This is an optimization exercise on Yosys and OpenROAD, whose aim is small area, a short achievable clock period and few clock cycles, not a production implementation.
RTL that was checked went through simulation tests only; none was proved equivalent to the original.
Only the layout flow was run in run 2; the RTL was not checked for function there.

==> flow/design.v, too long to show whole: its modules and the start of the top module <==
// module MandelbrotGen: 1294 lines
// module mfa: 4 lines
// module mha: 4 lines
module MandelbrotGen(
		input Clk_100M,           
		input  [4:0]BTNS,         
		input  SW0,               
		input  SW15,              
		output reg [18:0] addrA,  
		output reg [11:0] dinA,   
		output reg wea            
    );
  // ...
==> flow/flow/run.sh <==
#!/bin/bash
# Layout flow: the standard synthesis (standard.sh synth), then the
# standard ORFS layout steps (standard.sh's make command) with these changes:
#  - the resizer's timing repair aims for a larger setup slack margin, so that
#    it shortens the critical paths below the clock period;
#  - extra ORFS variables given in EXTRA below.
# Each tool's output goes to a log file in this folder.
set -euo pipefail
MARGIN=7.5
EXTRA='BUFFER_PORTS_ARGS="-buffer_cell sky130_fd_sc_hd__buf_2"'
bash standard.sh synth > synth.log 2>&1
sed -e "s/SETUP_SLACK_MARGIN=[0-9.]*/SETUP_SLACK_MARGIN=$MARGIN/" \
    -e "s|\"\${@:-finish}\"|$EXTRA \"\${@:-finish}\"|" standard.sh > layout.sh
bash layout.sh > layout.log 2>&1
==> flow/standard.sh <==
#!/bin/bash
# synth_recipe.tcl (not shown) runs the flow's synth.tcl, then flattens the netlist and writes it again
# the make line also repeats each setting of config.mk as NAME=value (left out here)
make -C /OpenROAD-flow-scripts/flow DESIGN_CONFIG=/design/flow/config.mk WORK_HOME=/design/flow/orfs CLKGATE_MAP_FILE= SYNTH_SCRIPT=/design/flow/synth_recipe.tcl "${@:-finish}"
==> flow/config.mk <==
export PLATFORM = sky130hd
export DESIGN_NAME = MandelbrotGen
export DESIGN_NICKNAME = MandelbrotGen
export VERILOG_FILES = /design/flow/design.v
export SDC_FILE = /design/flow/constraint.sdc
export NUM_CORES = 8
export LEC_CHECK = 0
export ABC_AREA = 1
export CAP_MARGIN = 70
export CORE_MARGIN = 2
export CORE_UTILIZATION = 40
export GPL_ROUTABILITY_DRIVEN = 0
export SETUP_SLACK_MARGIN = 5
export SLEW_MARGIN = 70
export SYNTH_HIERARCHICAL = 1
export SYNTH_MINIMUM_KEEP_SIZE = 0
export TNS_END_PERCENT = 0
==> flow/constraint.sdc <==
create_clock -name core_clock -period 11.0 [get_ports {Clk_100M}]
set_input_delay 2.2000 -clock core_clock [delete_from_list [all_inputs] [get_ports {Clk_100M}]]
set_output_delay 2.2000 -clock core_clock [all_outputs]
set_load 0.01 [all_outputs]
==> impl_metrics.env, run 1 <==
export IMPL_status="complete, no violations"
export IMPL_wl_um=96100
export IMPL_largest_reg_flops=19
export IMPL_cts_made_buffers=43
export IMPL_max_clock_freq_mhz=269
export IMPL_cts_max_level=2
export IMPL_final_antenna_net_count=0
export IMPL_grt_pass1_wl_um=151000
export IMPL_nNonClkBuffers=173
export IMPL_arrival_ns=4.18
export IMPL_synthCells=3790
export IMPL_drc=0
export IMPL_cts_tree="built"
export IMPL_yosysTopAreaCell="fa_1"
export IMPL_synth_warnings=7
export IMPL_num_tap_cells=1050
export IMPL_cts_buffer_depth=3
export IMPL_grt_max_degree=59
export IMPL_seq_area_share_pct=22.1
export IMPL_pre_cts_slack_ns=6.67
export IMPL_place_area_mm2=0.0336
export IMPL_vias=26100
export IMPL_busiest_layer="met2"
export IMPL_n_clock_buffer=56
export IMPL_core_mm2=0.0791
export IMPL_hold_buffers=0
export IMPL_drt_met1_wl_um=39800
export IMPL_multi_input_area_share_pct=59.3
Testbench counts, summed over its fixed seeds: cycles 10,830,570.
==> run 2: changes to the inputs <==
--- a/flow/design.v
+++ b/flow/design.v
@@ -19,17 +19,20 @@
 	rst_q   <= SW15;
 	restart <= raw_restart;
 	pan_im  <= ~SW15 & (BTNS[0] | BTNS[1]);
 	pan_re  <= ~SW15 & ~BTNS[0] & ~BTNS[1] & (BTNS[3] | BTNS[4]);
 	pan_sub <= BTNS[0] | (~BTNS[1] & BTNS[3]);
 	zoom    <= BTNS[2];
 	sw0_q   <= SW0;
 end
-reg [17:0] shift, re0, im0;    
+reg [17:0] re0, im0;           
+reg [4:0] sexp;                
+reg szero;                     
+wire [17:0] shift = szero ? 18'd0 : (18'd1 << sexp);
 reg [9:0] xn;                  
 reg [8:0] yn;                  
 reg col0;                      
 reg pix0;                      
 reg ipar;                      
 reg hpar;                      
 reg [17:0] zr1, zi1, cr1, ci1;
 reg [7:0] n1;                  
@@ -1210,32 +1213,37 @@
 wire [17:0] add_a = pan_im ? im0 : pan_re ? re0 : col0 ? ci1 : cr1;
 wire [17:0] add_b = pan ? {shift[12:0], 5'b0} : shift;
 wire add_sub = pan ? pan_sub : col0;
 wire [17:0] add_r = add_a + (add_b ^ {18{add_sub}}) + {17'b0, add_sub};
 wire [17:0] crn = col0 ? re0 : add_r;
 wire [17:0] cin = pix0 ? im0 : col0 ? add_r : ci1;
 wire [17:0] pre0 = pan_re ? add_r : re0;
 wire [17:0] pim0 = pan_im ? add_r : im0;
-reg [17:0] nshift, nre0, nim0;
+reg [17:0] nre0, nim0;
+reg [4:0] nsexp;
+reg nszero;
 always @* begin
-	nshift = shift; nre0 = pre0; nim0 = pim0;
+	nsexp = sexp; nszero = szero; nre0 = pre0; nim0 = pim0;
 	if (zoom) begin
 		if (!sw0_q) begin
-			nshift = {shift[16:0], 1'b0};
+			if (sexp == 5'd17) nszero = 1'b1;
+			else               nsexp  = sexp + 5'd1;
 			nre0   = {pre0[16:0], 1'b0};
 			nim0   = {pim0[16:0], 1'b0};
 		end else begin
-			nshift = {1'b0, shift[17:1]};
+			if (sexp == 5'd0)  nszero = 1'b1;
+			else               nsexp  = sexp - 5'd1;
 			nre0   = {pre0[17], pre0[17:1]};
 			nim0   = {pim0[17], pim0[17:1]};
 		end
 	end
 	if (rst_q) begin
-		nshift = 18'd64;
+		nsexp  = 5'd6;         
+		nszero = 1'b0;
 		nre0   = 18'h3B000;    
 		nim0   = 18'h03C00;    
 	end
 end
 wire [17:0] zr_nx = take ? crn : nzr;
 wire [17:0] zi_nx = take ? cin : nzi;
 always @(posedge Clk_100M) begin
 	xc_q <= xc_w;
@@ -1257,17 +1265,17 @@
 		n1 <= 8'd0; d1 <= 1'b0; t1 <= ipar;
 	end else begin
 		cr1 <= cr2; ci1 <= ci2;
 		n1 <= d2 ? n2 : n2 + 8'd1;
 		d1 <= d2 | stop; t1 <= t2;
 	end
 	v1 <= ~restart & (v2 | take);
 	if (restart) begin
-		shift <= nshift; re0 <= nre0; im0 <= nim0;
+		sexp <= nsexp; szero <= nszero; re0 <= nre0; im0 <= nim0;
 		xn <= 10'd0; yn <= 9'd0; col0 <= 1'b1; pix0 <= 1'b1; ipar <= 1'b0;
 	end else if (take) begin
 		ipar <= ~ipar;
 		pix0 <= 1'b0;
 		if (xn == 10'd639) begin
 			xn   <= 10'd0;
 			col0 <= 1'b1;
 			if (yn == 9'd479) begin
==> flow/config.mk (replaced) <==
export PLATFORM = sky130hd
export DESIGN_NAME = MandelbrotGen
export DESIGN_NICKNAME = MandelbrotGen
export VERILOG_FILES = /design/flow/design.v
export SDC_FILE = /design/flow/constraint.sdc
export NUM_CORES = 8
export LEC_CHECK = 0
export ABC_AREA = 1
export CAP_MARGIN = 70
export CORE_MARGIN = 2
export CORE_UTILIZATION = 40
export SETUP_SLACK_MARGIN = 5
export SLEW_MARGIN = 70
export SYNTH_HIERARCHICAL = 1
export SYNTH_MINIMUM_KEEP_SIZE = 0
export TNS_END_PERCENT = 0
==> impl_metrics.env, run 2 <==
export IMPL_vias=26300
export IMPL_holdCritPathClass="flip-flop to flip-flop"
export IMPL_drc=0
export IMPL_grt_pass1_wl_um=149000
export IMPL_arrival_ns=4.25
export IMPL_finalCritPeriodShare_pct=34.2
export IMPL_cp_max_fo=5
export IMPL_reg2reg_from="zi1[3]$_DFF_P_"
export IMPL_synth_edf_count=42
export IMPL_r2r_end="zh1_q[7]$_DFF_P_"
export IMPL_ys_flop_type="dfxtp_1"
export IMPL_yosysTopAreaCell="fa_1"
export IMPL_antenna_cells=0
export IMPL_r2r_slack_ns=7.23
export IMPL_antenna_found_initial=0
export IMPL_critPathLaunchType="flip-flop"
export IMPL_cts_clk_slew_worst_paths_ns=0.07
export IMPL_cp_data_required_time_ns=11.48
export IMPL_cts_sinks=364
export IMPL_startpoint="zi1[3]$_DFF_P_"
export IMPL_largest_register="addrA"
export IMPL_wl_per_cell_um=19.7
export IMPL_cts_tree="built"
export IMPL_cts_max_level=2
export IMPL_wl_um=96600
export IMPL_status="complete, no violations"
export IMPL_finalSetupTns_ns=0
export IMPL_final_antenna_net_count=0
export IMPL_hold_buffers=0
export IMPL_max_clock_freq_mhz=265
export IMPL_syn_to_final_growth_pct=15.9
export IMPL_worstSetupPathType="flip-flop to flip-flop"
export IMPL_async_reset_ff_share_pct=0
export IMPL_first_global_vias=25900
export IMPL_setup_violations=0
export IMPL_synth_top_cell_area_share_pct=26.4
export IMPL_dp_cells=4722
export IMPL_final_common_cell="nand2_1"
export IMPL_hpwl_um=68200
export IMPL_largest_reg_flops=19
export IMPL_cts_made_buffers=42
export IMPL_pre_cts_slack_ns=6.67
export IMPL_io_pins=40
export IMPL_cts_buffer_depth=3
export IMPL_worstSetupEndpointType="flip-flop"
export IMPL_synth_area_top_cells="fa_1, dfxtp_1, nand2_1, ha_1, inv_1"
export IMPL_synth_seq_area_share_pct=24.1
export IMPL_synthCells=3777
export IMPL_final_nets=4423
export IMPL_vias_per_cell=5.36
export IMPL_die_y_um=287
export IMPL_slew_viol_final=0
export IMPL_gp_congestion=0.915
export IMPL_holdCritStartpoint="d1$_SDFF_PP0_"
export IMPL_rsz0062_at_grt="yes"
export IMPL_fin_skew_ns=0.0432
export IMPL_core_mm2=0.0790
export IMPL_stdcell_count=4905
export IMPL_drtPass1Iterations=6
export IMPL_drive_gt1_share_pct=13.8
export IMPL_drt_iter0_markers=2741
export IMPL_layout_common_cells="nand2_1, inv_1, fa_1"
export IMPL_grt_max_degree=65
export IMPL_cts_root_buf="clkbuf_16"
export IMPL_num_rows=103
export IMPL_initial_core_util_pct=40.4
export IMPL_synthTopCellsByCount="nand2_1, inv_1, fa_1"
export IMPL_synth_most_common_cell="nand2_1"
export IMPL_grt_use_total_pct=23.4
export IMPL_fin_hold_ws_ns=0.325
export IMPL_min_period_ns=3.77
export IMPL_ys_types=68
export IMPL_syn_area_mm2=0.0319
export IMPL_r2r_cells=14
export IMPL_hold_violations=0
export IMPL_clkLatencyLatePin_ns=0.61
export IMPL_ys_ff_latch=364
export IMPL_io_buffers=36
export IMPL_min_path_cells=0
export IMPL_dieWidth_um=287
export IMPL_hold_path_endpoint="d2$_DFF_P_"
export IMPL_fin_ws_ns=7.23
export IMPL_syn_area_per_cell_um2=8.46
export IMPL_die_area_mm2=0.0821
export IMPL_drv_cap=0
export IMPL_synth_warnings=7
export IMPL_fillers=7481
export IMPL_grt_overflow=0
[run 2: per-stage QoR]
stage	util, %	instance area (µm²)
6_report	46.9	37000
5_1_grt	46.9	37000
4_1_cts	45.8	36200
3_5_place_dp	42.4	33500
3_3_place_gp	42.0	33100
2_1_floorplan	-	32400
[run 2: layout make-up]
class	instances	area, µm²	share of cell area, %
clock buffer	54	1220	3.29
clock inverter	24	295	0.797
inverter	548	2210	5.97
multi-input combinational	2679	22300	60.3
sequential	364	7820	21.1
tap	1050	1310	3.55
timing repair buffer	181	1820	4.92
timing repair inverter	5	28.8	0.0777
[run 2: how the worst max path moves through the flow]
stage                        to  slack [ns]  cells after the start
2_1_floorplan  zh1_q[5]$_DFF_P_        7.36                     12
3_3_place_gp   zh1_q[7]$_DFF_P_        6.34                     13
3_5_place_dp   zh1_q[9]$_DFF_P_        6.67                     13
4_1_cts        zh1_q[5]$_DFF_P_        7.32                     13
5_1_grt          ci1[8]$_DFF_P_        7.06                     15
6_report       zh1_q[7]$_DFF_P_        7.23                     14
[run 2: logic make-up after synthesis]
group           count (synthesis)  share of synthesized area, %
fa+ha+maj                     594                          33.2
flops                         364                          24.1
simple gates                 1244                          16.4
buf+inv                       746                          8.90
compound gates                592                          10.9
other cells                     2                        0.0235
mux                             3                        0.0940
xor+xnor                      232                          6.41
[run 2: per-module statistics from Yosys (local to each module, per instance)]
module         area, µm²  times used
MandelbrotGen      23000           1
mfa                 20.0         416
mha                 12.5          52
[run 2: timing repair]
action	in CTS	in global routing
pin swaps	29	37
gates resized for setup	112	97
gates cloned	14	5
setup buffers	53	31
setup endpoints to repair	144	131
[run 2: metal layers]
layer	GRT usage, %	vias to the layer above	share of wire, %
met5	0	-	0
met1	31.2	12600	41
met2	36.5	1237	45
met4	11.4	0	5.5
met3	4.71	304	8.7
li1	-	12100	-
[run 2: critical path: stages, from the launching register on]
cell        delay (ns)
dfxtp_4           0.36
buf_12            0.11
clkinvlp_4        0.11
nor2_2            0.13
nand2_2           0.08
o21ai_4           0.10
inv_4             0.10
buf_4             0.14
o22ai_2           0.15
xor2_2            0.23
fa_1              0.50
fa_2              0.44
fa_2              0.36
fa_2              0.37
fa_1              0.47

## re-timing with driven ports
Ports are ideal in the flow. The routed layouts listed here were re-timed in OpenROAD. Step 1 (the two cells are an assumption about what drives the block):
set clk [get_ports {Clk_100M}]
set_driving_cell -lib_cell sky130_fd_sc_hd__clkbuf_16 $clk
set_driving_cell -lib_cell sky130_fd_sc_hd__buf_2 [delete_from_list [all_inputs] $clk]
Step 2 also shifts input and output timing later by t, the mid clock arrival at the registers, as if the neighbouring blocks saw the same clock. a / b / c = no drivers / after step 1 / after step 2; a / b = the first two.
run	shift t [ns]	setup WS [ns]	hold slack, ns	worst setup path at the end	pins driven straight from the clock port
run 1	0.641	7.280 / 7.280 / 7.280	0.325 / 0.325 / 0.325	register to register	1
run 2	0.649	7.233 / 7.233 / 7.233	0.325 / 0.325 / 0.325	register to register	1
After both steps every run listed still meets setup and hold.
